This design comes from an exercise in tuning for small area on the open sky130 flow, not from production work. At most, simulation tests tie the RTL to the original design; equivalence was not proved. For run 1, only the layout was checked, not whether the RTL still works.

File: flow/design.v
module pulse_arrays_fa (input wire a, input wire b, input wire c, output wire s, output wire co);
    assign {co, s} = a + b + c;
endmodule
module pulse_arrays_ha (input wire a, input wire b, output wire s, output wire co);
    assign {co, s} = a + b;
endmodule
module pulse_arrays_mac (
    input  wire [7:0]  a,
    input  wire [7:0]  b,
    input  wire [15:0] acc,
    output wire [15:0] y
);
    wire pp_0_0 = a[0] & b[0];
    wire pp_0_1 = a[0] & b[1];
    wire pp_0_2 = a[0] & b[2];
    wire pp_0_3 = a[0] & b[3];
    wire pp_0_4 = a[0] & b[4];
    wire pp_0_5 = a[0] & b[5];
    wire pp_0_6 = a[0] & b[6];
    wire pp_0_7 = a[0] & b[7];
    wire pp_1_0 = a[1] & b[0];
    wire pp_1_1 = a[1] & b[1];
    wire pp_1_2 = a[1] & b[2];
    wire pp_1_3 = a[1] & b[3];
    wire pp_1_4 = a[1] & b[4];
    wire pp_1_5 = a[1] & b[5];
    wire pp_1_6 = a[1] & b[6];
    wire pp_1_7 = a[1] & b[7];
    wire pp_2_0 = a[2] & b[0];
    wire pp_2_1 = a[2] & b[1];
    wire pp_2_2 = a[2] & b[2];
    wire pp_2_3 = a[2] & b[3];
    wire pp_2_4 = a[2] & b[4];
    wire pp_2_5 = a[2] & b[5];
    wire pp_2_6 = a[2] & b[6];
    wire pp_2_7 = a[2] & b[7];
    wire pp_3_0 = a[3] & b[0];
    wire pp_3_1 = a[3] & b[1];
    wire pp_3_2 = a[3] & b[2];
    wire pp_3_3 = a[3] & b[3];
    wire pp_3_4 = a[3] & b[4];
    wire pp_3_5 = a[3] & b[5];
    wire pp_3_6 = a[3] & b[6];
    wire pp_3_7 = a[3] & b[7];
    wire pp_4_0 = a[4] & b[0];
    wire pp_4_1 = a[4] & b[1];
    wire pp_4_2 = a[4] & b[2];
    wire pp_4_3 = a[4] & b[3];
    wire pp_4_4 = a[4] & b[4];
    wire pp_4_5 = a[4] & b[5];
    wire pp_4_6 = a[4] & b[6];
    wire pp_4_7 = a[4] & b[7];
    wire pp_5_0 = a[5] & b[0];
    wire pp_5_1 = a[5] & b[1];
    wire pp_5_2 = a[5] & b[2];
    wire pp_5_3 = a[5] & b[3];
    wire pp_5_4 = a[5] & b[4];
    wire pp_5_5 = a[5] & b[5];
    wire pp_5_6 = a[5] & b[6];
    wire pp_5_7 = a[5] & b[7];
    wire pp_6_0 = a[6] & b[0];
    wire pp_6_1 = a[6] & b[1];
    wire pp_6_2 = a[6] & b[2];
    wire pp_6_3 = a[6] & b[3];
    wire pp_6_4 = a[6] & b[4];
    wire pp_6_5 = a[6] & b[5];
    wire pp_6_6 = a[6] & b[6];
    wire pp_6_7 = a[6] & b[7];
    wire pp_7_0 = a[7] & b[0];
    wire pp_7_1 = a[7] & b[1];
    wire pp_7_2 = a[7] & b[2];
    wire pp_7_3 = a[7] & b[3];
    wire pp_7_4 = a[7] & b[4];
    wire pp_7_5 = a[7] & b[5];
    wire pp_7_6 = a[7] & b[6];
    wire pp_7_7 = a[7] & b[7];
    wire s0, c0;
    pulse_arrays_ha u1 (.a(acc[0]), .b(pp_0_0), .s(s0), .co(c0));
    wire s1, c1;
    pulse_arrays_fa u2 (.a(acc[1]), .b(pp_0_1), .c(pp_1_0), .s(s1), .co(c1));
    wire s2, c2;
    pulse_arrays_ha u3 (.a(c0), .b(s1), .s(s2), .co(c2));
    wire s3, c3;
    pulse_arrays_fa u4 (.a(acc[2]), .b(pp_0_2), .c(pp_1_1), .s(s3), .co(c3));
    wire s4, c4;
    pulse_arrays_fa u5 (.a(pp_2_0), .b(c1), .c(s3), .s(s4), .co(c4));
    wire s5, c5;
    pulse_arrays_ha u6 (.a(c2), .b(s4), .s(s5), .co(c5));
    wire s6, c6;
    pulse_arrays_fa u7 (.a(acc[3]), .b(pp_0_3), .c(pp_1_2), .s(s6), .co(c6));
    wire s7, c7;
    pulse_arrays_fa u8 (.a(pp_2_1), .b(pp_3_0), .c(c3), .s(s7), .co(c7));
    wire s8, c8;
    pulse_arrays_fa u9 (.a(s6), .b(c4), .c(s7), .s(s8), .co(c8));
    wire s9, c9;
    pulse_arrays_ha u10 (.a(c5), .b(s8), .s(s9), .co(c9));
    wire s10, c10;
    pulse_arrays_fa u11 (.a(acc[4]), .b(pp_0_4), .c(pp_1_3), .s(s10), .co(c10));
    wire s11, c11;
    pulse_arrays_fa u12 (.a(pp_2_2), .b(pp_3_1), .c(pp_4_0), .s(s11), .co(c11));
    wire s12, c12;
    pulse_arrays_fa u13 (.a(c6), .b(s10), .c(s11), .s(s12), .co(c12));
    wire s13, c13;
    pulse_arrays_fa u14 (.a(c7), .b(s12), .c(c8), .s(s13), .co(c13));
    wire s14, c14;
    pulse_arrays_fa u15 (.a(acc[5]), .b(pp_0_5), .c(pp_1_4), .s(s14), .co(c14));
    wire s15, c15;
    pulse_arrays_fa u16 (.a(pp_2_3), .b(pp_3_2), .c(pp_4_1), .s(s15), .co(c15));
    wire s16, c16;
    pulse_arrays_fa u17 (.a(pp_5_0), .b(c10), .c(c11), .s(s16), .co(c16));
    wire s17, c17;
    pulse_arrays_fa u18 (.a(s14), .b(s15), .c(c12), .s(s17), .co(c17));
    wire s18, c18;
    pulse_arrays_ha u19 (.a(s16), .b(s17), .s(s18), .co(c18));
    wire s19, c19;
    pulse_arrays_fa u20 (.a(acc[6]), .b(pp_0_6), .c(pp_1_5), .s(s19), .co(c19));
    wire s20, c20;
    pulse_arrays_fa u21 (.a(pp_2_4), .b(pp_3_3), .c(pp_4_2), .s(s20), .co(c20));
    wire s21, c21;
    pulse_arrays_fa u22 (.a(pp_5_1), .b(pp_6_0), .c(c14), .s(s21), .co(c21));
    wire s22, c22;
    pulse_arrays_fa u23 (.a(c15), .b(s19), .c(s20), .s(s22), .co(c22));
    wire s23, c23;
    pulse_arrays_fa u24 (.a(c16), .b(s21), .c(s22), .s(s23), .co(c23));
    wire s24, c24;
    pulse_arrays_ha u25 (.a(c17), .b(s23), .s(s24), .co(c24));
    wire s25, c25;
    pulse_arrays_fa u26 (.a(acc[7]), .b(pp_0_7), .c(pp_1_6), .s(s25), .co(c25));
    wire s26, c26;
    pulse_arrays_fa u27 (.a(pp_2_5), .b(pp_3_4), .c(pp_4_3), .s(s26), .co(c26));
    wire s27, c27;
    pulse_arrays_fa u28 (.a(pp_5_2), .b(pp_6_1), .c(pp_7_0), .s(s27), .co(c27));
    wire s28, c28;
    pulse_arrays_fa u29 (.a(c19), .b(c20), .c(s25), .s(s28), .co(c28));
    wire s29, c29;
    pulse_arrays_fa u30 (.a(s26), .b(s27), .c(c21), .s(s29), .co(c29));
    wire s30, c30;
    pulse_arrays_fa u31 (.a(c22), .b(s28), .c(s29), .s(s30), .co(c30));
    wire s31, c31;
    pulse_arrays_ha u32 (.a(c23), .b(c24), .s(s31), .co(c31));
    wire s32, c32;
    pulse_arrays_fa u33 (.a(acc[8]), .b(pp_1_7), .c(pp_2_6), .s(s32), .co(c32));
    wire s33, c33;
    pulse_arrays_fa u34 (.a(pp_3_5), .b(pp_4_4), .c(pp_5_3), .s(s33), .co(c33));
    wire s34, c34;
    pulse_arrays_fa u35 (.a(pp_6_2), .b(pp_7_1), .c(c25), .s(s34), .co(c34));
    wire s35, c35;
    pulse_arrays_fa u36 (.a(c26), .b(c27), .c(s32), .s(s35), .co(c35));
    wire s36, c36;
    pulse_arrays_fa u37 (.a(s33), .b(c28), .c(s34), .s(s36), .co(c36));
    wire s37, c37;
    pulse_arrays_fa u38 (.a(s35), .b(c29), .c(s36), .s(s37), .co(c37));
    wire s38, c38;
    pulse_arrays_ha u39 (.a(c30), .b(s37), .s(s38), .co(c38));
    wire s39, c39;
    pulse_arrays_fa u40 (.a(acc[9]), .b(pp_2_7), .c(pp_3_6), .s(s39), .co(c39));
    wire s40, c40;
    pulse_arrays_fa u41 (.a(pp_4_5), .b(pp_5_4), .c(pp_6_3), .s(s40), .co(c40));
    wire s41, c41;
    pulse_arrays_fa u42 (.a(pp_7_2), .b(c32), .c(c33), .s(s41), .co(c41));
    wire s42, c42;
    pulse_arrays_fa u43 (.a(s39), .b(s40), .c(c34), .s(s42), .co(c42));
    wire s43, c43;
    pulse_arrays_fa u44 (.a(c35), .b(s41), .c(s42), .s(s43), .co(c43));
    wire s44, c44;
    pulse_arrays_fa u45 (.a(c36), .b(c37), .c(s43), .s(s44), .co(c44));
    wire s45, c45;
    pulse_arrays_fa u46 (.a(acc[10]), .b(pp_3_7), .c(pp_4_6), .s(s45), .co(c45));
    wire s46, c46;
    pulse_arrays_fa u47 (.a(pp_5_5), .b(pp_6_4), .c(pp_7_3), .s(s46), .co(c46));
    wire s47, c47;
    pulse_arrays_fa u48 (.a(c39), .b(c40), .c(s45), .s(s47), .co(c47));
    wire s48, c48;
    pulse_arrays_fa u49 (.a(s46), .b(c41), .c(s47), .s(s48), .co(c48));
    wire s49, c49;
    pulse_arrays_fa u50 (.a(c42), .b(s48), .c(c43), .s(s49), .co(c49));
    wire s50, c50;
    pulse_arrays_fa u51 (.a(acc[11]), .b(pp_4_7), .c(pp_5_6), .s(s50), .co(c50));
    wire s51, c51;
    pulse_arrays_fa u52 (.a(pp_6_5), .b(pp_7_4), .c(c45), .s(s51), .co(c51));
    wire s52, c52;
    pulse_arrays_fa u53 (.a(c46), .b(s50), .c(c47), .s(s52), .co(c52));
    wire s53, c53;
    pulse_arrays_fa u54 (.a(s51), .b(c48), .c(s52), .s(s53), .co(c53));
    wire s54, c54;
    pulse_arrays_fa u55 (.a(acc[12]), .b(pp_5_7), .c(pp_6_6), .s(s54), .co(c54));
    wire s55, c55;
    pulse_arrays_fa u56 (.a(pp_7_5), .b(c50), .c(s54), .s(s55), .co(c55));
    wire s56, c56;
    pulse_arrays_fa u57 (.a(c51), .b(s55), .c(c52), .s(s56), .co(c56));
    wire s57, c57;
    pulse_arrays_fa u58 (.a(acc[13]), .b(pp_6_7), .c(pp_7_6), .s(s57), .co(c57));
    wire s58, c58;
    pulse_arrays_fa u59 (.a(c54), .b(s57), .c(c55), .s(s58), .co(c58));
    wire s59, c59;
    pulse_arrays_fa u60 (.a(acc[14]), .b(pp_7_7), .c(c57), .s(s59), .co(c59));
    wire s60, c60;
    pulse_arrays_ha u61 (.a(c9), .b(s13), .s(s60), .co(c60));
    wire s61, c61;
    pulse_arrays_ha u62 (.a(s18), .b(c13), .s(s61), .co(c61));
    wire s62, c62;
    pulse_arrays_ha u63 (.a(c18), .b(s24), .s(s62), .co(c62));
    wire s63, c63;
    pulse_arrays_ha u64 (.a(s30), .b(s31), .s(s63), .co(c63));
    wire s64, c64;
    pulse_arrays_ha u65 (.a(c31), .b(s38), .s(s64), .co(c64));
    wire s65, c65;
    pulse_arrays_ha u66 (.a(c38), .b(s44), .s(s65), .co(c65));
    wire s66, c66;
    pulse_arrays_ha u67 (.a(c44), .b(s49), .s(s66), .co(c66));
    wire s67, c67;
    pulse_arrays_ha u68 (.a(s53), .b(c49), .s(s67), .co(c67));
    wire s68, c68;
    pulse_arrays_ha u69 (.a(c53), .b(s56), .s(s68), .co(c68));
    wire s69, c69;
    pulse_arrays_ha u70 (.a(s58), .b(c56), .s(s69), .co(c69));
    wire s70, c70;
    pulse_arrays_ha u71 (.a(s59), .b(c58), .s(s70), .co(c70));
    wire p11 = acc[15] ^ c59;
    wire gg71 = c61 | (s61 & c60);
    wire gg72 = c62 | (s62 & gg71);
    wire gg73 = c63 | (s63 & gg72);
    wire gg74 = c64 | (s64 & gg73);
    wire gg75 = c65 | (s65 & gg74);
    wire gg76 = c66 | (s66 & gg75);
    wire gg77 = c67 | (s67 & gg76);
    wire gg78 = c68 | (s68 & gg77);
    wire gg79 = c69 | (s69 & gg78);
    wire gg80 = c70 | (s70 & gg79);
    wire gg81 = 1'b0 | (p11 & gg80);
    assign y = {(p11 ^ gg80), (s70 ^ gg79), (s69 ^ gg78), (s68 ^ gg77), (s67 ^ gg76), (s66 ^ gg75), (s65 ^ gg74), (s64 ^ gg73), (s63 ^ gg72), (s62 ^ gg71), (s61 ^ c60), s60, s9, s5, s2, s0};
endmodule
module pulse_arrays #(
    parameter   WIDTH_left     =   8,
    parameter   WIDTH_up       =   8,
    parameter   WIDTH_out      =   16,
    parameter   Mritx_M   =   4,
    parameter   Mritx_N   =   4,
    parameter   Mritx_L   =   4,
    parameter   Mritx_LOG2_size  =   10
)(
    input   clk,
    input   rst,
    input   wire    valid_left,
    input   wire    valid_up,
    input   wire  [31:0]   left,
    input   wire  [31:0]   up,
    output  reg     ready,
    output  wire  [63:0]   product
);
reg  [4:0] cnt;      
reg        first;    
reg        last;     
always @(posedge clk) begin
    if (!rst) begin
        cnt   <= 5'd0;
        ready <= 1'b0;
        first <= 1'b0;
        last  <= 1'b0;
    end else begin
        first <= (cnt[1:0] == 2'd2);
        last  <= (cnt[1:0] == 2'd1);
        if (cnt == 5'd0) begin
            ready <= 1'b1;
            if (valid_left & valid_up)
                cnt <= 5'd1;
        end else begin
            ready <= (cnt == 5'd24);
            cnt   <= (cnt == 5'd24) ? 5'd0 : cnt + 5'd1;
        end
    end
end
reg  [7:0] b [0:15];
integer n;
always @(posedge clk) begin
    for (n = 1; n < 16; n = n + 1)
        if (n % 4 != 0) b[n] <= b[n-1];
    b[0]  <= valid_up ? up[7:0]   : b[15];
    b[4]  <= valid_up ? up[15:8]  : b[3];
    b[8]  <= valid_up ? up[23:16] : b[7];
    b[12] <= valid_up ? up[31:24] : b[11];
end
reg  [7:0]  a0 [0:3], a1 [0:3], a2 [0:3], a3 [0:3];
reg  [15:0] acc [0:3];
reg  [15:0] r0 [0:3], r1 [0:3], r2 [0:3];
wire [15:0] sum [0:3];
genvar i;
generate
    for (i = 0; i < 4; i = i + 1) begin : row
        pulse_arrays_mac mac (
            .a   (a2[i]),
            .b   (b[2]),
            .acc (first ? 16'd0 : acc[i]),
            .y   (sum[i])
        );
        always @(posedge clk) begin
            a0[i]  <= valid_left ? left[8*i +: 8] : a3[i];
            a1[i]  <= a0[i];
            a2[i]  <= a1[i];
            a3[i]  <= a2[i];
            acc[i] <= sum[i];
            r0[i]  <= last ? sum[i] : r2[i];
            r1[i]  <= r0[i];
            r2[i]  <= r1[i];
        end
        assign product[16*i +: 16] = r0[i];
    end
endgenerate
endmodule
File: flow/flow/run.sh
#!/bin/bash
# The standard layout flow, with one change: the buffers that
# buffer_ports puts on every input and output port are the smallest buffer
# cell (buf_1) instead of the cell buffer_ports picks by default.
set -euo pipefail
export BUFFER_PORTS_ARGS="-buffer_cell sky130_fd_sc_hd__buf_1"
bash standard.sh finish > standard.log 2>&1
File: flow/standard.sh
#!/bin/bash
# synth_recipe.tcl (not shown) runs the flow's synth.tcl, then flattens the netlist and writes it again
# the make line also repeats each setting of config.mk as NAME=value (left out here)
make -C /OpenROAD-flow-scripts/flow DESIGN_CONFIG=/design/flow/config.mk WORK_HOME=/design/flow/orfs CLKGATE_MAP_FILE= SYNTH_SCRIPT=/design/flow/synth_recipe.tcl "${@:-finish}"
File: flow/config.mk
export PLATFORM = sky130hd
export DESIGN_NAME = pulse_arrays
export DESIGN_NICKNAME = pulse_arrays
export VERILOG_FILES = /design/flow/design.v
export SDC_FILE = /design/flow/constraint.sdc
export NUM_CORES = 4
export LEC_CHECK = 0
export CAP_MARGIN = 20
export CORE_MARGIN = 2
export CORE_UTILIZATION = 40
export CTS_BUF_LIST = sky130_fd_sc_hd__clkbuf_8
export CTS_CLUSTER_DIAMETER = 60
export CTS_CLUSTER_SIZE = 16
export PLACE_DENSITY = 0.6
export SLEW_MARGIN = 20
export SYNTH_HIERARCHICAL = 1
File: flow/constraint.sdc
create_clock -name core_clock -period 5.0 [get_ports {clk}]
set_input_delay 1.0000 -clock core_clock [delete_from_list [all_inputs] [get_ports {clk}]]
set_output_delay 1.0000 -clock core_clock [all_outputs]
set_load 0.01 [all_outputs]
==> run_results.csv, run 1 <==
group,metric,value,unit
setup_path,critPathSlowestCell,"dfxtp_4",
layout,multi_input_area,0.0105,mm²
synthesis,yosys_warnings,25,
timing,fin_skew,0.0410,ns
timing,worst_slack,-1.78,ns
setup_path,slowest_delay,0.46,ns
clocking,cts_hold_buf,0,
timing,fin_crit,6.78,ns
setup_path,start_kind,"flop",
setup_path,r2r_slack,-1.78,ns
setup_path,critPathMaxFanout,8,
setup_path,critPathArrivalTime,7.31,ns
floorplanning,die-area,0.0524,mm²
setup_path,worstPathRequired,5.54,ns
synthesis,yosysSeqAreaShare,0.514,
synthesis,ys_types,27,
floorplanning,die_h,229,µm
global_routing,grt_max_degree,65,
global_routing,antenna_found_initial,0,
clocking,clock_latency,0.65,ns
placement,port_buffers,132,
route,wirelength,40900,µm
layout,final_cells,2336,
clocking,cts.sinks,520,
timing,max-slew-margin-rel,0.386,
floorplanning,start_util,0.404,
placement,place.gp.congestion,0.821,
route,drt_first_iter_violations,326,
route,dr.pass1.iters,4,
synthesis,ys_ff_latch,520,
placement,dp_hpwl,28000,µm
clocking,cts_root_buf,"clkbuf_8",
outcome,failed_checks,"setup timing",
synthesis,syn_area,0.0202,mm²
timing,setup_viol,44,
route,drc_errors,0,
placement,place_inst,2246,
global_routing,grt_pass1_wl,66200,µm
placement,dp_slack,-2.74,ns
layout,final_common_cell,"dfxtp_1",
floorplanning,design.core.area,0.0501,mm²
hold_path,hold_path_class,"flop to flop",
route,vias,10500,
layout,finalNetCount,2042,
route,drt-vias-per-instance,4.50,
layout,seq_area,0.0104,mm²
setup_path,critPathKind,"flop to flop",
setup_path,end_kind,"flop",
global_routing,grt_pass1_vias,11900,
clocking,clk_pin_slew,0.09,ns
synthesis,syn_area_per_cell,14.3,µm²
layout,final_cell_mix,"511 x dfxtp_1, 248 x and2_1, 181 x fa_1",
timing,max_freq,148,MHz
layout,fillers,4487,
clocking,ctsLongestPathBuffers,3,
floorplanning,ioPinCount,133,
synthesis,synth_nets,1810,
clocking,cts_buffers,45,
route,antenna_left,0,
outcome,status,"complete, but fails checks",
global_routing,grt_overflow_total,0,
timing,tightest_slew,0.921,ns
timing,post-route-period-util,1.36,
timing,hold_viol,0,
floorplanning,die_w,229,µm
timing,drv_slew,0,
route,wl_per_cell,17.5,µm
clocking,tritoncts,"done",
flow_run,maxCapViolCount,0,
floorplanning,row_count,82,
global_routing,track_usage,0.163,
layout,area_growth_syn_to_layout,18.8,%
layout,drive_above_1_share,0.263,
clocking,cts_htree_levels,2,
synthesis,syn_inst,1414,
timing,rsz0062_at_grt,"yes",
==> final timing paths <==
check           start         to  depth (start not counted)
max           b[2][2]  r0[3][15]                         29
min          a0[2][3]   a1[2][3]                          0
max reg2reg   b[2][2]  r0[3][15]                         29
min reg2reg  a0[2][3]   a1[2][3]                          0
==> metrics by stage <==
stage | TNS, ns | hold WS (ns) | util | instance area, µm²
finish | -43.30 | 0.318 | 0.480 | 24000
global route | -48.84 | 0.311 | 0.480 | 24000
CTS | -45.45 | 0.313 | 0.478 | 23900
detailed placement | -86.07 | 0.312 | 0.440 | 22000
global placement | -82.67 | 0.310 | 0.440 | 22000
floorplan | -61.64 | 0.310 | - | 20400
==> critical path: cells and delay by family, from the launching register on <==
family	cells	cell delay [ns]
DFF	1	0.46
muxes	1	0.26
adders and majority gates	15	3.40
buffers and inverters	1	0.17
and+or+nand+nor	11	2.30
xor gates and xnor gates	1	0.07
==> registers in the layout (all words and copies together) (netlist names) <==
name / flops
r2: 64
a0: 32
r0: 64
last: 1
r1: 64
cnt: 5
a2: 32
first: 1
b: 128
acc: 64
a1: 32
a3: 32
ready: 1
==> layout make-up <==
cell class / instances / share of cell area
tap: 672 / 0.0350
inverter: 4 / 0.000624
antenna: 1 / 0.000104
clock buffer: 45 / 0.0258
timing repair buffer: 227 / 0.0567
clock inverter: 19 / 0.00978
multi-input combinational: 848 / 0.438
sequential: 520 / 0.434
==> timing repair <==
| item | CTS | global route |
|---|---|---|
| pin swaps | 99 | 37 |
| buffers inserted | 24 | 2 |
| endpoints found under the setup margin | 56 | 46 |
| gates cloned | 1 | 0 |
| hold endpoints to repair | 0 | 0 |
| gates resized for setup | 180 | 23 |
==> Yosys stat by module, one instance, submodules excluded <==
module            flops+latches  cells inside  copies in the design
pulse_arrays_fa               0             1                   208
pulse_arrays                520           766                     1
pulse_arrays_ha               0             1                    76
pulse_arrays_mac              0            91                     4
==> cells by family (layout without fill, tap and decap cells) <==
group	Yosys count	after routing	synth area share
buffers and inverters	46	295	0.0130
and+or+nand+nor	374	374	0.114
muxes	129	129	0.0717
DFF	520	520	0.514
xor gates and xnor gates	10	10	0.00433
AOI/OAI and AO/OA	7	7	0.00260
other	0	1	0
adders and majority gates	328	328	0.280
==> Yosys cell counts (all sizes together) <==
cell | instances | area share
dfxtp | 520 | 0.51
and2 | 258 | 0.080
fa | 208 | 0.21
mux2 | 128 | 0.071
ha | 120 | 0.074
nor2b | 65 | 0.020
or2 | 36 | 0.011
buf | 33 | 0.011
clkbuf | 9 | 0.0017
nor2 | 5 | 0.00093
xnor2 | 5 | 0.0022
xor2 | 5 | 0.0022
inv | 4 | 0.00074
nand2 | 4 | 0.00074
and3 | 2 | 0.00068
nand3 | 2 | 0.00049
o21ai | 2 | 0.00049
a2111oi | 1 | 0.00049
a211oi | 1 | 0.00037
a311o | 1 | 0.00049
a31o | 1 | 0.00043
a31oi | 1 | 0.00031
mux2i | 1 | 0.00049
nand4 | 1 | 0.00031
nand4b | 1 | 0.00043
==> metal layers <==
| metal | vias to the layer above | GRT usage | share of wire |
|---|---|---|---|
| met1 | 5274 | 0.219 | 0.46 |
| met5 | - | 0 | 0 |
| met3 | 71 | 0.0271 | 0.038 |
| met4 | 0 | 0.0530 | 0.027 |
| met2 | 185 | 0.270 | 0.48 |
| li1 | 4977 | - | - |
==> inputs of run 2 (changes only) <==
--- a/flow/design.v
+++ b/flow/design.v
@@ -219,15 +219,40 @@
     wire p11 = acc[15] ^ c59;
     wire gg71 = c61 | (s61 & c60);
-    wire gg72 = c62 | (s62 & gg71);
-    wire gg73 = c63 | (s63 & gg72);
-    wire gg74 = c64 | (s64 & gg73);
-    wire gg75 = c65 | (s65 & gg74);
-    wire gg76 = c66 | (s66 & gg75);
-    wire gg77 = c67 | (s67 & gg76);
-    wire gg78 = c68 | (s68 & gg77);
-    wire gg79 = c69 | (s69 & gg78);
-    wire gg80 = c70 | (s70 & gg79);
-    wire gg81 = 1'b0 | (p11 & gg80);
-    assign y = {(p11 ^ gg80), (s70 ^ gg79), (s69 ^ gg78), (s68 ^ gg77), (s67 ^ gg76), (s66 ^ gg75), (s65 ^ gg74), (s64 ^ gg73), (s63 ^ gg72), (s62 ^ gg71), (s61 ^ c60), s60, s9, s5, s2, s0};
+    wire pp71 = s61 & s60;
+    wire gg72 = c63 | (s63 & c62);
+    wire pp72 = s63 & s62;
+    wire gg73 = c65 | (s65 & c64);
+    wire pp73 = s65 & s64;
+    wire gg74 = c67 | (s67 & c66);
+    wire pp74 = s67 & s66;
+    wire gg75 = c69 | (s69 & c68);
+    wire pp75 = s69 & s68;
+    wire gg76 = 1'b0 | (p11 & c70);
+    wire pp76 = p11 & s70;
+    wire gg77 = gg72 | (pp72 & gg71);
+    wire pp77 = pp72 & pp71;
+    wire gg78 = gg74 | (pp74 & gg73);
+    wire pp78 = pp74 & pp73;
+    wire gg79 = gg76 | (pp76 & gg75);
+    wire pp79 = pp76 & pp75;
+    wire gg80 = gg78 | (pp78 & gg77);
+    wire pp80 = pp78 & pp77;
+    wire gg81 = gg79 | (pp79 & gg80);
+    wire pp81 = pp79 & pp80;
+    wire gg82 = gg73 | (pp73 & gg77);
+    wire pp82 = pp73 & pp77;
+    wire gg83 = gg75 | (pp75 & gg80);
+    wire pp83 = pp75 & pp80;
+    wire gg84 = c62 | (s62 & gg71);
+    wire pp84 = s62 & pp71;
+    wire gg85 = c64 | (s64 & gg77);
+    wire pp85 = s64 & pp77;
+    wire gg86 = c66 | (s66 & gg82);
+    wire pp86 = s66 & pp82;
+    wire gg87 = c68 | (s68 & gg80);
+    wire pp87 = s68 & pp80;
+    wire gg88 = c70 | (s70 & gg83);
+    wire pp88 = s70 & pp83;
+    assign y = {(p11 ^ gg88), (s70 ^ gg83), (s69 ^ gg87), (s68 ^ gg80), (s67 ^ gg86), (s66 ^ gg82), (s65 ^ gg85), (s64 ^ gg77), (s63 ^ gg84), (s62 ^ gg71), (s61 ^ c60), s60, s9, s5, s2, s0};
 endmodule
 module pulse_arrays #(
==> run 2 against run 1 <==
Clock skew shrank 0.015 ns. Largest cell class is now flip-flops and latches. Now clean on timing, DRC and antenna. Non-clock buffer count shrank 60. Global-route usage shrank 0.93 points. Routed wire length shrank 6.0%. Hold slack lost 0.0037 ns. Core utilization shrank 2.9 points. Final cell count shrank 1.0%. Via count shrank 0.81%.
==> run_results.csv, run 2 <==
group,metric,value,unit
layout,final_cell_mix,"517 x dfxtp_1, 258 x and2_1, 208 x fa_1",
clocking,cts_htree_levels,2,
timing,max_freq,210,MHz
setup_path,worstPathRequired,5.53,ns
timing,max-slew-margin-rel,0.436,
layout,area_growth_syn_to_layout,11.1,%
synthesis,synth_nets,1834,
setup_path,critPathArrivalTime,5.28,ns
floorplanning,die_w,230,µm
synthesis,syn_area_per_cell,14.0,µm²
synthesis,syn_inst,1454,
timing,fin_crit,4.76,ns
floorplanning,die-area,0.0528,mm²
timing,fin_tns_setup,0,ns
global_routing,antenna_found_initial,1,
setup_path,r2r-end,"r0[0][15]",
synthesis,yosysSeqAreaShare,0.510,
timing,hold_viol,0,
route,drc_errors,0,
global_routing,grt_overflow_total,0,
route,wirelength,38400,µm
setup_path,critPathMaxFanout,32,
clocking,ctsLongestPathBuffers,3,
timing,drv_slew,0,
synthesis,async_flop_share,0,
floorplanning,design.core.area,0.0503,mm²
hold_path,hold_end,"a2[3][4]",
layout,largest_register_ff_count,128,
floorplanning,ioPinCount,133,
outcome,status,"no timing/DRC/antenna violations",
synthesis,ys_types,33,
global_routing,grt_max_degree,38,
synthesis,yosys_warnings,25,
route,vias,10400,
global_routing,grt_pass1_wl,63700,µm
synthesis,synth_edf_count,0,
clocking,cts_root_buf,"clkbuf_8",
setup_path,r2r_slack,0.24,ns
floorplanning,die_h,230,µm
route,drt-vias-per-instance,4.51,
clocking,cts.sinks,520,
timing,post-route-period-util,0.951,
setup_path,start_kind,"flop",
floorplanning,row_count,82,
timing,setup_viol,0,
layout,drive_above_1_share,0.152,
timing,fin_skew,0.0261,ns
placement,place.gp.congestion,0.789,
timing,tightest_slew,0.846,ns
layout,finalNetCount,2004,
layout,final_common_cell,"dfxtp_1",
clocking,postCtsSetupBuffers,0,
synthesis,synth_top_flop_cell,"dfxtp_1",
clocking,clock_latency,0.64,ns
setup_path,r2r-start,"b[2][4]",
layout,regMostFlops,"b",
clocking,cts_hold_buf,0,
synthesis,synth.area.top_cells,"dfxtp_1 51%, fa_1 20%, and2_1 7.9%",
global_routing,track_usage,0.154,
placement,port_buffers,132,
placement,dp_hpwl,27200,µm
route,dr.pass1.iters,4,
layout,antennaDiodeCount,0,
setup_path,end_kind,"flop",
hold_path,hp-start,"a1[3][4]",
floorplanning,start_util,0.406,
flow_run,maxCapViolCount,0,
timing,rsz0062_at_grt,"no",
synthesis,ys_ff_latch,520,
synthesis,synthTopCellsByCount,"520 x dfxtp_1, 258 x and2_1, 208 x fa_1",
route,drt_first_iter_violations,337,
setup_path,critPathKind,"flop to flop",
route,wl_per_cell,16.6,µm
clocking,clk_pin_slew,0.10,ns
clocking,cts_buffers,43,
clocking,tritoncts,"done",
synthesis,synth_most_common_cell,"dfxtp_1",
hold_path,hold_depth,0,
global_routing,grt_pass1_vias,11700,
synthesis,syn_area,0.0204,mm²
hold_path,hold_path_class,"flop to flop",
synthesis,yosysTopAreaCellShare,0.510,
timing,holdWs,0.315,ns
route,antenna_left,0,
setup_path,r2r_cells,16,
synthesis,synth_area_leader_cell,"dfxtp_1",
==> run 2: cell count changes after synthesis, moves of 8 or more <==
cell,change
nor2_1,+20
xnor2_1,+16
or2_2,-32
a21oi_2,+8
a21o_1,+8
nand2_1,+12
ha_1,-16
==> run 2: kinds of logic (layout without fill, tap and decap cells) <==
kind of cell | after synthesis | count (layout) | synth area share
AO/OA/AOI/OAI | 39 | 39 | 0.0151
XOR/XNOR | 26 | 26 | 0.0112
adder cells (fa/ha/maj) | 312 | 312 | 0.268
buffers and inverters | 46 | 232 | 0.0129
flip-flops | 520 | 520 | 0.510
multiplexers | 129 | 129 | 0.0711
AND/OR/NAND/NOR | 382 | 382 | 0.112
==> run 2: what timing repair did <==
action / 4_1_cts / 5_1_grt
hold endpoints to repair: 0 / 0
setup endpoints to repair: 0 / 2
resized for setup: 0 / 4
==> run 2: modules after synthesis, one instance, submodules excluded <==
module / cells / copies in the design / flops+latches
pulse_arrays_fa: 1 / 208 / 0
pulse_arrays_ha: 1 / 76 / 0
pulse_arrays_mac: 101 / 4 / 0
pulse_arrays: 766 / 1 / 520
==> run 2: worst max-delay path by stage <==
| stage | from | endpoint | cells past startpoint |
|---|---|---|---|
| 3_3_place_gp | b[2][5] | r0[2][15] | 16 |
| 5_1_grt | b[2][4] | r0[0][15] | 16 |
| 6_report | b[2][4] | r0[0][15] | 16 |
| 4_1_cts | b[2][5] | r0[2][15] | 16 |
| 2_1_floorplan | first | r0[0][15] | 17 |
| 3_5_place_dp | b[2][5] | r0[2][15] | 16 |
==> run 2: layout make-up <==
cell class,count,area (µm²)
inverter,4,15.0
multi-input combinational,888,9750
tap,672,841
clock buffer,45,619
clock inverter,16,189
fill,4617,27600
timing repair buffer,167,852
sequential,520,10400
==> run 2: worst max-delay path, cell delays in order, from the launching register on <==
cell and delay (ns):
dfxtp_1 0.35, buf_12 0.17, and2_1 0.18, fa_1 0.46, fa_1 0.43, fa_1 0.49, fa_1 0.40, fa_1 0.47
ha_1 0.35, a21oi_2 0.18, o21ai_1 0.08, a21o_1 0.19, a31o_1 0.23, ha_1 0.18, nor2_1 0.12, xnor2_1 0.09
mux2_2 0.27
==> run 2: stage by stage <==
stage | instance area (µm²) | instances | util | worst slack (ns)
after global routing | 22700 | 2312 | 0.451 | 0.00116
after floorplan | 20400 | 1454 | - | 0.179
after detailed placement | 21900 | 2251 | 0.435 | 0.215
after CTS | 22700 | 2312 | 0.451 | 0.188
after global placement | 21900 | 2251 | 0.435 | 0.302
final | 22700 | 2312 | 0.451 | 0.244
==> run 2: routing by layer <==
metal | vias to the layer above | wire [µm] | global-route usage
met5 | - | 10 | 0
met4 | 2 | 814 | 0.0446
met3 | 57 | 1460 | 0.0279
met2 | 137 | 17900 | 0.248
met1 | 5221 | 18200 | 0.212
li1 | 5005 | - | -
==> inputs of run 3 (changes only) <==
==> flow/flow/run.sh (replaced) <==
#!/bin/bash
# The standard layout flow, with two changes:
# - the buffers that buffer_ports puts on every input and output port are the
#   smallest buffer cell (buf_1) instead of the cell buffer_ports picks;
# - clock tree synthesis inserts no dummy loads (its other arguments are the
#   ones the standard flow derives from config.mk).
set -euo pipefail
export BUFFER_PORTS_ARGS="-buffer_cell sky130_fd_sc_hd__buf_1"
export CTS_ARGS="-sink_clustering_enable -repair_clock_nets -sink_clustering_size 16 -sink_clustering_max_diameter 60 -buf_list sky130_fd_sc_hd__clkbuf_8 -dont_use_dummy_load"
bash standard.sh finish > standard.log 2>&1
==> run 3 against run 2 <==
Die area is the same. Count of clock-buffer cells in the layout shrank 2. Sequential share of layout area grew 0.36 points. Design area shrank 0.76%. Clock skew grew 0.071 ns. Core utilization shrank 0.34 points. Largest cell class unchanged. Hold slack lost 0.039 ns. Critical endpoint is now r0[3][15].
==> run_results.csv, run 3 <==
group,metric,value,unit
route,wirelength,38600,µm
clocking,ctsLongestPathBuffers,3,
layout,design_area,0.0225,mm²
synthesis,synthTopCellsByCount,"520 x dfxtp_1, 258 x and2_1, 208 x fa_1",
setup_path,cpMostUsedCell,"fa_1",
synthesis,synth_adder_area_share,0.268,
layout,final_cell_mix,"517 x dfxtp_1, 258 x and2_1, 207 x fa_1",
global_routing,track_usage,0.154,
synthesis,synth_most_common_cell,"dfxtp_1",
layout,finish.utilization,0.448,
synthesis,ys_types,33,
placement,dp_slack,0.215,ns
timing,fin_skew,0.0971,ns
synthesis,yosysSeqAreaShare,0.510,
synthesis,yosysTopAreaCellShare,0.510,
synthesis,synth.area.top_cells,"dfxtp_1 51%, fa_1 20%, and2_1 7.9%",
timing,fin_crit,4.78,ns
timing,worst_slack,0.217,ns
clocking,cts_hold_buf,0,
synthesis,syn_area_per_cell,14.0,µm²
setup_path,worstPathRequired,5.50,ns
synthesis,yosys.area_share.simple,0.112,
clocking,cts.sinks,520,
timing,post-route-period-util,0.957,
timing,rsz0062_at_grt,"no",
setup_path,cpLargestDelayFamily,"adder cells",
floorplanning,ioPinCount,133,
synthesis,syn_area,0.0204,mm²
setup_path,cp_num_buf_inv,1,
synthesis,muxShareOfSynthArea,0.0711,
synthesis,synth_area_leader_cell,"dfxtp_1",
timing,max_freq,209,MHz
floorplanning,die_h,230,µm
synthesis,syn_inst,1454,
synthesis,synth_top_family_by_area,"adder cells",
placement,dp_hpwl,27200,µm
synthesis,async_flop_share,0,
layout,regMostFlops,"b",
placement,place.gp.congestion,0.789,
floorplanning,die_w,230,µm
floorplanning,die-area,0.0528,mm²
layout,drive_above_1_share,0.146,
placement,port_buffers,132,
floorplanning,start_util,0.406,
global_routing,grt_max_degree,38,
layout,fillers,4625,
timing,drv_slew,0,
layout,final_common_cell,"dfxtp_1",
setup_path,slowest_delay,0.53,ns
timing,fin_tns_setup,0,ns
timing,max-slew-margin-rel,0.438,
clocking,cts_htree_levels,2,
global_routing,grt_pass1_wl,63500,µm
synthesis,synth_edf_count,0,
synthesis,synth_nets,1834,
timing,hold_viol,0,
synthesis,yosys_warnings,25,
hold_path,hold_path_class,"flop to flop",
setup_path,crit_path_cell_trace,"buf_12 > and2_1 > fa_1 > fa_1 > fa_1 > fa_1 > fa_1 > ha_2 > a21oi_2 > o21ai_1 > a21o_1 > a31o_1 > ha_1 > nor2_1 > xnor2_1 > mux2_2",
placement,placed_cell_area,0.0219,mm²
clocking,tritoncts,"done",
route,wl_per_cell,16.8,µm
route,antenna_left,0,
clocking,clock_latency,0.63,ns
global_routing,grt_pass1_vias,11600,
setup_path,start_kind,"flop",
timing,tightest_slew,0.843,ns
route,drt_first_iter_violations,304,
floorplanning,row_count,82,
synthesis,synth_top_flop_cell,"dfxtp_1",
setup_path,critPathKind,"flop to flop",
layout,finalNetCount,2005,
route,drc_errors,0,
timing,setup_viol,0,
setup_path,critPathSlowestCell,"fa_1",
global_routing,antenna_found_initial,1,
layout,area_growth_syn_to_layout,10.3,%
flow_run,maxCapViolCount,0,
layout,largest_register_ff_count,128,
clocking,cts_buffers,43,
synthesis,synth_compound_area_frac,0.0151,
clocking,cts_root_buf,"clkbuf_8",
setup_path,end_kind,"flop",
outcome,status,"no timing/DRC/antenna violations",
route,vias,10400,
global_routing,grt_overflow_total,0,
setup_path,critPathMaxFanout,17,
synthesis,synth-xor-area-share,0.0112,
clocking,clk_pin_slew,0.09,ns
floorplanning,design.core.area,0.0503,mm²
synthesis,ys_ff_latch,520,
route,drt-vias-per-instance,4.51,
setup_path,critPathArrivalTime,5.28,ns
route,dr.pass1.iters,4,
-- run 3: worst paths after layout --
check                               from   endpoint  slack [ns]  cells past startpoint
worst max-delay path             b[2][7]  r0[3][15]        0.22                     16
worst min-delay path            a1[3][4]   a2[3][4]        0.28                      0
worst max register to register   b[2][7]  r0[3][15]        0.22                     16
worst min register to register  a1[3][4]   a2[3][4]        0.28                      0
-- run 3: per-module statistics from Yosys (local to each module, per instance) --
module / flops+latches / times used
pulse_arrays_fa: 0 / 208
pulse_arrays: 520 / 1
pulse_arrays_mac: 0 / 4
pulse_arrays_ha: 0 / 76
-- run 3: stage by stage --
stage                     std cells  hold WS, ns
after CTS                      2294        0.277
after global placement         2251        0.310
final                          2296        0.276
after floorplan                1454        0.310
after detailed placement       2251        0.312
after global routing           2295        0.271
-- run 3: cell type report --
type                    count  area, µm²  area share
flip-flops and latches    520      10400       0.463
multi-input cells         888       9770       0.434
repair buffers            168        877      0.0390
well taps                 672        841      0.0374
clock buffers              43        592      0.0263
inverters                   4       15.0    0.000667
diodes                      1       2.50    0.000111
-- run 3: cell families after synthesis --
| kind of cell | after synthesis |
|---|---|
| buffers and inverters | 46 |
| AND/OR/NAND/NOR | 382 |
| multiplexers | 129 |
| adder cells (fa/ha/maj) | 312 |
| XOR/XNOR | 26 |
| flip-flops | 520 |
| AO/OA/AOI/OAI | 39 |
-- run 3: what timing repair did --
action,CTS,global route
hold endpoints to repair,0,0
setup buffers,0,0
setup endpoints to repair,0,3
resized for setup,0,7
-- run 3: metal layers --
layer | GRT usage | part of all wire
met1 | 0.211 | 0.47
met2 | 0.249 | 0.47
met3 | 0.0275 | 0.039
met4 | 0.0442 | 0.022
met5 | 0 | 0.00034
==> inputs of run 4 (changes only) <==
--- a/flow/config.mk
+++ b/flow/config.mk
@@ -8,9 +8,9 @@
 export CAP_MARGIN = 20
 export CORE_MARGIN = 2
-export CORE_UTILIZATION = 40
+export CORE_UTILIZATION = 60
 export CTS_BUF_LIST = sky130_fd_sc_hd__clkbuf_8
 export CTS_CLUSTER_DIAMETER = 60
 export CTS_CLUSTER_SIZE = 16
-export PLACE_DENSITY = 0.6
+export PLACE_DENSITY = 0.75
 export SLEW_MARGIN = 20
 export SYNTH_HIERARCHICAL = 1
==> run 4 against run 3 <==
Largest cell class unchanged. Sequential share of layout area rose by 0.71 points. Clock skew fell by 0.010 ns. Worst setup slack improved by 0.0083 ns. Sequential cell count did not move. Routed wire length fell by 4.9%. Core utilization rose by 21 points.
==> run_results.csv, run 4 <==
group,metric,value,unit
outcome,status,"no timing/DRC/antenna violations",
floorplanning,design.core.area,0.0335,mm²
global_routing,track_usage,0.217,
layout,finalNetCount,1996,
floorplanning,ioPinCount,133,
route,wirelength,36700,µm
setup_path,end_kind,"flop",
setup_path,worstPathRequired,5.51,ns
synthesis,synth_top_flop_cell,"dfxtp_1",
global_routing,grt_pass1_vias,11700,
synthesis,synthTopCellsByCount,"520 x dfxtp_1, 258 x and2_1, 208 x fa_1",
layout,largest_register_ff_count,128,
floorplanning,start_util,0.609,
synthesis,syn_area_per_cell,14.0,µm²
hold_path,hold_depth,0,
layout,fillers,2542,
floorplanning,die_w,188,µm
synthesis,synth_most_common_cell,"dfxtp_1",
synthesis,synth_edf_count,0,
route,dr.pass1.iters,4,
route,drt-vias-per-instance,5.08,
layout,antennaDiodeCount,0,
route,drc_errors,0,
route,antenna_left,0,
synthesis,syn_area,0.0204,mm²
clocking,cts_root_buf,"clkbuf_8",
flow_run,maxCapViolCount,0,
floorplanning,die-area,0.0355,mm²
synthesis,yosysSeqAreaShare,0.510,
layout,finish.utilization,0.661,
timing,fin_crit,4.77,ns
synthesis,ys_types,33,
synthesis,syn_inst,1454,
layout,regMostFlops,"b",
setup_path,r2r_cells,16,
timing,max-slew-margin-rel,0.382,
timing,tightest_slew,0.928,ns
placement,port_buffers,132,
clocking,tritoncts,"done",
setup_path,critPathArrivalTime,5.29,ns
setup_path,start_kind,"flop",
timing,post-route-period-util,0.955,
synthesis,yosysTopAreaCellShare,0.510,
clocking,clock_latency,0.63,ns
timing,setup_viol,0,
synthesis,async_flop_share,0,
global_routing,grt_pass1_wl,60100,µm
timing,fin_skew,0.0871,ns
layout,area_growth_syn_to_layout,8.63,%
placement,place.gp.congestion,0.798,
layout,final_cell_mix,"516 x dfxtp_1, 258 x and2_1, 208 x fa_1",
clocking,cts_htree_levels,2,
global_routing,grt_max_degree,35,
timing,drv_slew,0,
timing,rsz0062_at_grt,"no",
timing,max_freq,209,MHz
clocking,cts.sinks,520,
route,wl_per_cell,17.8,µm
setup_path,critPathKind,"flop to flop",
clocking,cts_hold_buf,0,
layout,drive_above_1_share,0.141,
setup_path,critPathMaxFanout,30,
synthesis,yosys_warnings,25,
route,vias,10500,
timing,fin_tns_setup,0,ns
clocking,cts_buffers,40,
synthesis,synth_nets,1834,
floorplanning,row_count,67,
clocking,ctsLongestPathBuffers,3,
hold_path,hold_path_class,"flop to flop",
synthesis,ys_ff_latch,520,
placement,dp_hpwl,25100,µm
synthesis,synth.area.top_cells,"dfxtp_1 51%, fa_1 20%, and2_1 7.9%",
clocking,clk_pin_slew,0.10,ns
layout,final_common_cell,"dfxtp_1",
global_routing,antenna_found_initial,0,
route,drt_first_iter_violations,317,
floorplanning,die_h,188,µm
global_routing,grt_overflow_total,0,
synthesis,synth_area_leader_cell,"dfxtp_1",
timing,hold_viol,0,
## run 4: changes by cell type in the layout (fill, tap and decap cells not counted), sizes merged
cell and change:
buf -8, clkbuf -1, diode -1
## run 4: cell families after synthesis
family | Yosys count | synth area share
flops | 520 | 0.510
compound gates | 39 | 0.0151
buf+inv | 46 | 0.0129
mux | 129 | 0.0711
simple gates | 382 | 0.112
xor+xnor | 26 | 0.0112
fa+ha+maj | 312 | 0.268
## run 4: cell type report
class / count / area, µm² / share of cell area
multi-input cells: 888 / 9760 / 0.440
well taps: 448 / 561 / 0.0253
repair buffers: 162 / 867 / 0.0391
inverters: 4 / 15.0 / 0.000677
clock buffers: 40 / 551 / 0.0248
flip-flops and latches: 520 / 10400 / 0.470
## run 4: per-module statistics from Yosys (local to each module, per instance)
module / flops+latches / copies in the design / cell area, µm²
pulse_arrays: 520 / 1 / 12600
pulse_arrays_fa: 0 / 208 / 20.0
pulse_arrays_ha: 0 / 76 / 12.5
pulse_arrays_mac: 0 / 4 / 681
## run 4: path summary, 6_finish.rpt
kind / start / end / slack [ns]
setup / recovery: first / r0[2][15] / 0.23
hold / removal: a1[1][4] / a2[1][4] / 0.25
hold reg to reg: a1[1][4] / a2[1][4] / 0.25
setup reg to reg: first / r0[2][15] / 0.23
## run 4: layer usage
layer | vias up | wire length [µm] | global-route usage
met5 | - | 0 | 0
met4 | 0 | 967 | 0.0802
met3 | 63 | 1640 | 0.0374
met2 | 193 | 18200 | 0.365
met1 | 5264 | 15900 | 0.282
li1 | 4964 | - | -
## run 4: worst max-delay path, cell delays in order, from the launching register on
cell	delay (ns)
dfxtp_4	0.42
buf_12	0.20
nor2b_1	0.09
fa_1	0.45
fa_1	0.47
fa_1	0.49
fa_1	0.41
fa_1	0.47
ha_1	0.35
a21oi_2	0.18
o21ai_1	0.08
a21o_1	0.19
a31o_1	0.22
ha_1	0.17
nor2_1	0.12
xnor2_1	0.09
mux2_2	0.26
## run 4: what timing repair did
action                                  4_1_cts  5_1_grt
setup buffers                                 0        0
resized for setup                             0        6
endpoints found under the setup margin        0        2
## run 4: stage by stage
stage	hold slack (ns)	setup WS (ns)	area, µm²	cells
2_1_floorplan	0.310	0.179	20400	1454
6_report	0.250	0.225	22200	2062
3_5_place_dp	0.312	0.214	21500	2019
5_1_grt	0.245	0.0191	22200	2062
4_1_cts	0.254	0.145	22100	2059
3_3_place_gp	0.310	0.318	21500	2019
==> inputs of run 5 (changes only) <==
--- a/flow/flow/run.sh
+++ b/flow/flow/run.sh
@@ -7,4 +7,4 @@
 set -euo pipefail
 export BUFFER_PORTS_ARGS="-buffer_cell sky130_fd_sc_hd__buf_1"
-export CTS_ARGS="-sink_clustering_enable -repair_clock_nets -sink_clustering_size 16 -sink_clustering_max_diameter 60 -buf_list sky130_fd_sc_hd__clkbuf_8 -dont_use_dummy_load"
+export CTS_ARGS="-sink_clustering_enable -repair_clock_nets -sink_clustering_size 10 -sink_clustering_max_diameter 50 -buf_list sky130_fd_sc_hd__clkbuf_4 -dont_use_dummy_load"
 bash standard.sh finish > standard.log 2>&1
--- a/flow/config.mk
+++ b/flow/config.mk
@@ -8,9 +8,9 @@
 export CAP_MARGIN = 20
 export CORE_MARGIN = 2
-export CORE_UTILIZATION = 60
+export CORE_UTILIZATION = 40
 export CTS_BUF_LIST = sky130_fd_sc_hd__clkbuf_8
 export CTS_CLUSTER_DIAMETER = 60
 export CTS_CLUSTER_SIZE = 16
-export PLACE_DENSITY = 0.75
+export PLACE_DENSITY = 0.6
 export SLEW_MARGIN = 20
 export SYNTH_HIERARCHICAL = 1
==> run 5 against run 4 <==
Non-clock buffer count is 7 higher. Maximum frequency is 0.13% lower. Critical endpoint is now r0[3][15]. Critical path type unchanged. Core utilization is 22 points lower. Hold slack worse by 0.015 ns. Still clean.
==> run_results.csv, run 5 <==
group,metric,value,unit
placement,dp_slack,0.215,ns
route,drt_first_iter_violations,332,
setup_path,worstPathRequired,5.71,ns
synthesis,syn_inst,1454,
floorplanning,ioPinCount,133,
global_routing,antenna_found_initial,4,
synthesis,synth_top_flop_cell,"dfxtp_1",
clocking,ctsLongestPathBuffers,3,
layout,seq_area,0.0104,mm²
synthesis,synth_most_common_cell,"dfxtp_1",
setup_path,end_kind,"flop",
route,wl_per_cell,16.7,µm
synthesis,syn_area,0.0204,mm²
synthesis,ys_ff_latch,520,
clocking,clk_pin_slew,0.10,ns
setup_path,start_kind,"flop",
layout,final_common_cell,"dfxtp_1",
placement,place.gp.congestion,0.789,
layout,largest_register_ff_count,128,
global_routing,grt_overflow_total,0,
layout,regMostFlops,"b",
floorplanning,row_count,82,
synthesis,synth_area_leader_cell,"dfxtp_1",
global_routing,grt_pass1_vias,11900,
synthesis,synth_nets,1834,
floorplanning,die-area,0.0528,mm²
setup_path,critPathKind,"flop to flop",
hold_path,hold_path_class,"flop to flop",
layout,finish.utilization,0.446,
timing,fin_skew,0.132,ns
outcome,status,"no timing/DRC/antenna violations",
timing,fin_crit,4.78,ns
timing,rsz0062_at_grt,"yes",
clocking,clock_latency,0.88,ns
timing,tightest_slew,0.853,ns
timing,max-slew-margin-rel,0.431,
clocking,tritoncts,"done",
timing,hold_viol,0,
timing,setup_viol,0,
setup_path,critPathMaxFanout,32,
timing,worst_slack,0.219,ns
route,antenna_left,0,
timing,post-route-period-util,0.956,
synthesis,yosysTopAreaCellShare,0.510,
clocking,cts_hold_buf,0,
clocking,cts_root_buf,"clkbuf_4",
flow_run,maxCapViolCount,0,
route,dr.pass1.iters,4,
setup_path,critPathArrivalTime,5.49,ns
layout,final_cell_mix,"517 x dfxtp_1, 258 x and2_1, 207 x fa_1",
synthesis,synth_edf_count,0,
synthesis,synth.area.top_cells,"dfxtp_1 51%, fa_1 20%, and2_1 7.9%",
timing,max_freq,209,MHz
clocking,cts_buffers,61,
synthesis,synthTopCellsByCount,"520 x dfxtp_1, 258 x and2_1, 208 x fa_1",
global_routing,track_usage,0.155,
synthesis,syn_area_per_cell,14.0,µm²
clocking,cts_htree_levels,2,
timing,holdWs,0.235,ns
synthesis,async_flop_share,0,
floorplanning,start_util,0.406,
placement,dp_hpwl,27200,µm
synthesis,yosys_warnings,25,
floorplanning,die_h,230,µm
layout,multi_input_area,0.00978,mm²
floorplanning,die_w,230,µm
global_routing,grt_pass1_wl,64200,µm
layout,fillers,4644,
clocking,cts.sinks,520,
layout,design_area,0.0224,mm²
placement,placed_cell_area,0.0219,mm²
timing,drv_slew,0,
layout,drive_above_1_share,0.159,
floorplanning,design.core.area,0.0503,mm²
placement,port_buffers,132,
route,vias,10500,
route,wirelength,38800,µm
layout,finalNetCount,2024,
layout,area_growth_syn_to_layout,9.77,%
synthesis,ys_types,33,
global_routing,grt_max_degree,38,
route,drt-vias-per-instance,4.53,
route,drc_errors,0,
synthesis,yosysSeqAreaShare,0.510,
[run 5: cell counts after synthesis]
No cell type changed its count.
[run 5: worst max-delay path, cell delays in order, from the launching register on]
cell and delay (ns):
dfxtp_2 0.35, buf_12 0.16, and2_1 0.18, fa_1 0.42
fa_1 0.51, fa_1 0.43, fa_1 0.41, fa_1 0.53
ha_2 0.30, a21oi_2 0.16, o21ai_1 0.08, a21o_1 0.18
a31o_1 0.22, ha_1 0.18, nor2_1 0.13, xnor2_1 0.09
mux2_2 0.26
[run 5: per-module statistics from Yosys (local to each module, per instance)]
module / cell area (µm²) / cells inside / flops+latches
pulse_arrays_mac: 681 / 101 / 0
pulse_arrays_ha: 12.5 / 1 / 0
pulse_arrays: 12600 / 766 / 520
pulse_arrays_fa: 20.0 / 1 / 0
[run 5: final cells by class]
cell class	instances	area share
Antenna cell	4	0.000447
Clock buffer	61	0.0204
Inverter	4	0.000670
Multi-Input combinational cell	888	0.436
Sequential cell	520	0.465
Tap cell	672	0.0375
Timing Repair Buffer	169	0.0395
[run 5: routing by layer]
layer / share of wire / GRT usage / vias to the layer above
met5: 0.00070 / 0 / -
met3: 0.043 / 0.0372 / 63
li1: - / - / 5049
met4: 0.018 / 0.0407 / 4
met1: 0.47 / 0.211 / 5221
met2: 0.47 / 0.249 / 156
[run 5: cell families (layout without fill, tap and decap cells)]
logic type,count (synthesis),in the layout,synth area share
fa+ha+maj,312,312,0.268
simple gates,382,382,0.112
mux,129,129,0.0711
compound gates,39,39,0.0151
buf+inv,46,234,0.0129
xor+xnor,26,26,0.0112
flops,520,520,0.510
other cells,0,4,0
[run 5: timing repair]
action / 4_1_cts / 5_1_grt
buffers inserted: 0 / 1
gates resized for setup: 0 / 12
setup endpoints to repair: 0 / 3
[run 5: metrics by stage]
stage | cells | setup TNS, ns
after global routing | 2318 | -0.0101
final | 2318 | 0
after CTS | 2312 | 0
after detailed placement | 2251 | 0
after floorplan | 1454 | 0
after global placement | 2251 | 0
[run 5: path summary, 6_finish.rpt]
check / start / endpoint / slack, ns / cells past startpoint
setup / recovery: b[2][7] / r0[3][15] / 0.22 / 16
hold reg to reg: r0[0][13] / r1[0][13] / 0.24 / 0
hold / removal: r0[0][13] / r1[0][13] / 0.24 / 0
setup reg to reg: b[2][7] / r0[3][15] / 0.22 / 16
==> inputs of run 6 (changes only) <==
==> flow/config.mk (replaced) <==
export PLATFORM = sky130hd
export DESIGN_NAME = pulse_arrays
export DESIGN_NICKNAME = pulse_arrays
export VERILOG_FILES = /design/flow/design.v
export SDC_FILE = /design/flow/constraint.sdc
export NUM_CORES = 4
export LEC_CHECK = 0
export CAP_MARGIN = 20
export CORE_MARGIN = 2
export CORE_UTILIZATION = 60
export PLACE_DENSITY = 0.75
export SLEW_MARGIN = 20
export SYNTH_HIERARCHICAL = 1
==> run 6 against run 5 <==
Hold slack gained 0.025 ns. Clock skew shrank 0.060 ns. Worst setup slack lost 0.0060 ns. Critical path type unchanged. Highest routed layer is now met4.
==> run_results.csv, run 6 <==
group,metric,value,unit
floorplanning,start_util,0.609,
timing,setup_viol,0,
global_routing,grt_pass1_vias,11900,
synthesis,synth_nets,1834,
placement,dp_hpwl,25100,µm
synthesis,synth_top_family_by_area,"adder cells",
setup_path,critPathLaunch,"b[2][5]",
setup_path,slowest_delay,0.57,ns
timing,drv_slew,0,
floorplanning,die_w,188,µm
flow_run,maxCapViolCount,0,
synthesis,async_flop_share,0,
clocking,clock_latency,0.81,ns
global_routing,track_usage,0.217,
synthesis,syn_area_per_cell,14.0,µm²
setup_path,cpMostUsedCell,"fa_1",
placement,placed_cell_area,0.0215,mm²
clocking,cts-resized-gates,0,
synthesis,yosysTopAreaCellShare,0.510,
synthesis,synth_top_flop_cell,"dfxtp_1",
setup_path,critPathKind,"flop to flop",
clocking,cts_htree_levels,2,
synthesis,yosys.area_share.simple,0.112,
route,wl_per_cell,17.3,µm
layout,final_cell_mix,"518 x dfxtp_1, 258 x and2_1, 208 x fa_1",
setup_path,start_kind,"flop",
setup_path,r2r-start,"b[2][5]",
setup_path,end_kind,"flop",
setup_path,crit_end,"r0[3][15]",
timing,max-slew-margin-rel,0.389,
route,antenna_left,0,
floorplanning,row_count,67,
placement,place_inst,2019,
synthesis,ys_types,33,
synthesis,yosysSeqAreaShare,0.510,
timing,tightest_slew,0.917,ns
layout,final_cells,2081,
floorplanning,die-area,0.0355,mm²
timing,max_freq,209,MHz
clocking,cts_buffers,61,
synthesis,synth.area.top_cells,"dfxtp_1 51%, fa_1 20%, and2_1 7.9%",
route,drt_first_iter_violations,312,
layout,regMostFlops,"b",
route,dr.pass1.iters,4,
setup_path,worstPathRequired,5.63,ns
synthesis,synth_most_common_cell,"dfxtp_1",
synthesis,yosys_warnings,25,
placement,port_buffers,132,
synthesis,synth-xor-area-share,0.0112,
setup_path,crit_path_cell_trace,"buf_4 > and2_1 > fa_1 > fa_1 > fa_1 > fa_1 > fa_1 > ha_4 > a21oi_2 > o21ai_1 > a21o_1 > a31o_1 > ha_1 > nor2_1 > xnor2_1 > mux2_2",
placement,place.gp.congestion,0.798,
floorplanning,design.core.area,0.0335,mm²
clocking,ctsLongestPathBuffers,3,
synthesis,ys_ff_latch,520,
setup_path,critPathArrivalTime,5.42,ns
global_routing,grt_pass1_wl,60500,µm
synthesis,synth_compound_area_frac,0.0151,
setup_path,r2r_cells,16,
route,drt-vias-per-instance,5.09,
timing,holdWs,0.261,ns
outcome,status,"no timing/DRC/antenna violations",
clocking,cts_root_buf,"clkbuf_4",
timing,hold_viol,0,
timing,fin_crit,4.79,ns
timing,fin_tns_setup,0,ns
floorplanning,die_h,188,µm
synthesis,syn_inst,1454,
clocking,postCtsSetupBuffers,0,
synthesis,synth_area_leader_cell,"dfxtp_1",
synthesis,synth_edf_count,0,
layout,finalNetCount,2014,
layout,drive_above_1_share,0.148,
layout,design_area,0.0220,mm²
global_routing,grt_overflow_total,0,
global_routing,grt_max_degree,35,
layout,final_common_cell,"dfxtp_1",
synthesis,synthTopCellsByCount,"520 x dfxtp_1, 258 x and2_1, 208 x fa_1",
global_routing,antenna_found_initial,1,
clocking,cts.sinks,520,
setup_path,r2r-end,"r0[3][15]",
layout,area_growth_syn_to_layout,7.72,%
clocking,tritoncts,"done",
setup_path,critPathMaxFanout,27,
layout,fillers,2599,
layout,largest_register_ff_count,128,
timing,post-route-period-util,0.957,
hold_path,hold_path_class,"flop to flop",
route,wirelength,36000,µm
route,drc_errors,0,
synthesis,synth_adder_area_share,0.268,
setup_path,critPathSlowestCell,"fa_1",
clocking,clk_pin_slew,0.10,ns
timing,fin_skew,0.0719,ns
route,vias,10600,
setup_path,r2r_slack,0.21,ns
floorplanning,ioPinCount,133,
clocking,cts_hold_buf,0,
synthesis,muxShareOfSynthArea,0.0711,
synthesis,syn_area,0.0204,mm²
## run 6: changes by cell type in the layout (fill, tap and decap cells not counted), sizes merged
cell,previous run,this run
buf,166,157
diode,4,1
clkbuf,64,63
## run 6: logic make-up (layout without fill, tap and decap cells)
kind of cell / after synthesis / in the layout
buffers and inverters: 46 / 224
other: 0 / 1
muxes: 129 / 129
xor gates and xnor gates: 26 / 26
AOI/OAI and AO/OA: 39 / 39
adders and majority gates: 312 / 312
DFF: 520 / 520
and+or+nand+nor: 382 / 382
## run 6: per-layer routing
layer	vias to the layer above	share of wire	GRT usage	wire length (µm)
li1	5021	-	-	-
met1	5307	0.44	0.281	15800
met2	190	0.49	0.366	17700
met3	68	0.044	0.0410	1570
met4	0	0.025	0.0811	904
met5	-	0	0	0
## run 6: area by class of cell
cell class	instances	area, µm²	area share
multi-input cells	888	9750	0.443
clock buffers	61	458	0.0208
diodes	1	2.50	0.000114
well taps	448	561	0.0255
inverters	4	15.0	0.000683
flip-flops and latches	520	10400	0.474
repair buffers	159	788	0.0359
## run 6: Yosys stat by module (local to each module, per instance)
module	flip-flops and latches	area, µm²
pulse_arrays_ha	0	12.5
pulse_arrays	520	12600
pulse_arrays_fa	0	20.0
pulse_arrays_mac	0	681
## run 6: stage by stage
stage	util	setup slack (ns)
6_report	0.656	0.213
2_1_floorplan	-	0.179
3_5_place_dp	0.642	0.214
5_1_grt	0.656	-0.00274
3_3_place_gp	0.642	0.318
4_1_cts	0.655	0.122
## run 6: critical path: cells and delay by family (launching register included)
kind | cells | cell delay, ns
AO/OA/AOI/OAI | 4 | 0.64
multiplexers | 1 | 0.26
buffers and inverters | 1 | 0.23
flip-flops | 1 | 0.32
adder cells (fa/ha/maj) | 7 | 2.73
AND/OR/NAND/NOR | 2 | 0.32
XOR/XNOR | 1 | 0.09
## run 6: how the worst min path moves through the flow
stage,from,endpoint,slack [ns],depth (start not counted)
finish,a1[1][4],a2[1][4],0.26,0
CTS,a1[1][4],a2[1][4],0.24,0
global placement,b[13][2],b[14][2],0.31,0
floorplan,a0[0][0],a1[0][0],0.31,0
detailed placement,a0[0][5],a1[0][5],0.31,0
global route,a1[1][4],a2[1][4],0.24,0

==> static timing again, ports no longer ideal <==
How much do the figures lean on ideal ports? The routed layouts below were timed once more, with nothing changed but the port constraints.
Step 1 assumes that a clkbuf_16 drives the clock port and a buf_2 every other input.
Step 2, shift: input delay + t, output delay - t, t = (earliest + latest rising clock arrival at the registers) / 2. This alone moves slack from input paths to output paths.
Slacks: ideal / step 1 / step 2; pairs: ideal / step 1.
run | t (ns) | slack for setup (ns) | worst register clock-pin slew, ns | worst data-port slew with drivers (ns)
run 1 | 0.682 | -1.778 / -1.778 / -1.778 | 0.10 / 0.10 | 0.07
run 2 | 0.678 | 0.244 / 0.244 / 0.244 | 0.10 / 0.10 | 0.05
run 3 | 0.635 | 0.217 / 0.217 / 0.217 | 0.10 / 0.10 | 0.05
run 4 | 0.639 | 0.225 / 0.225 / 0.225 | 0.10 / 0.10 | 0.06
run 5 | 0.868 | 0.219 / 0.219 / 0.219 | 0.11 / 0.11 | 0.05
run 6 | 0.813 | 0.213 / 0.213 / 0.213 | 0.11 / 0.11 | 0.06
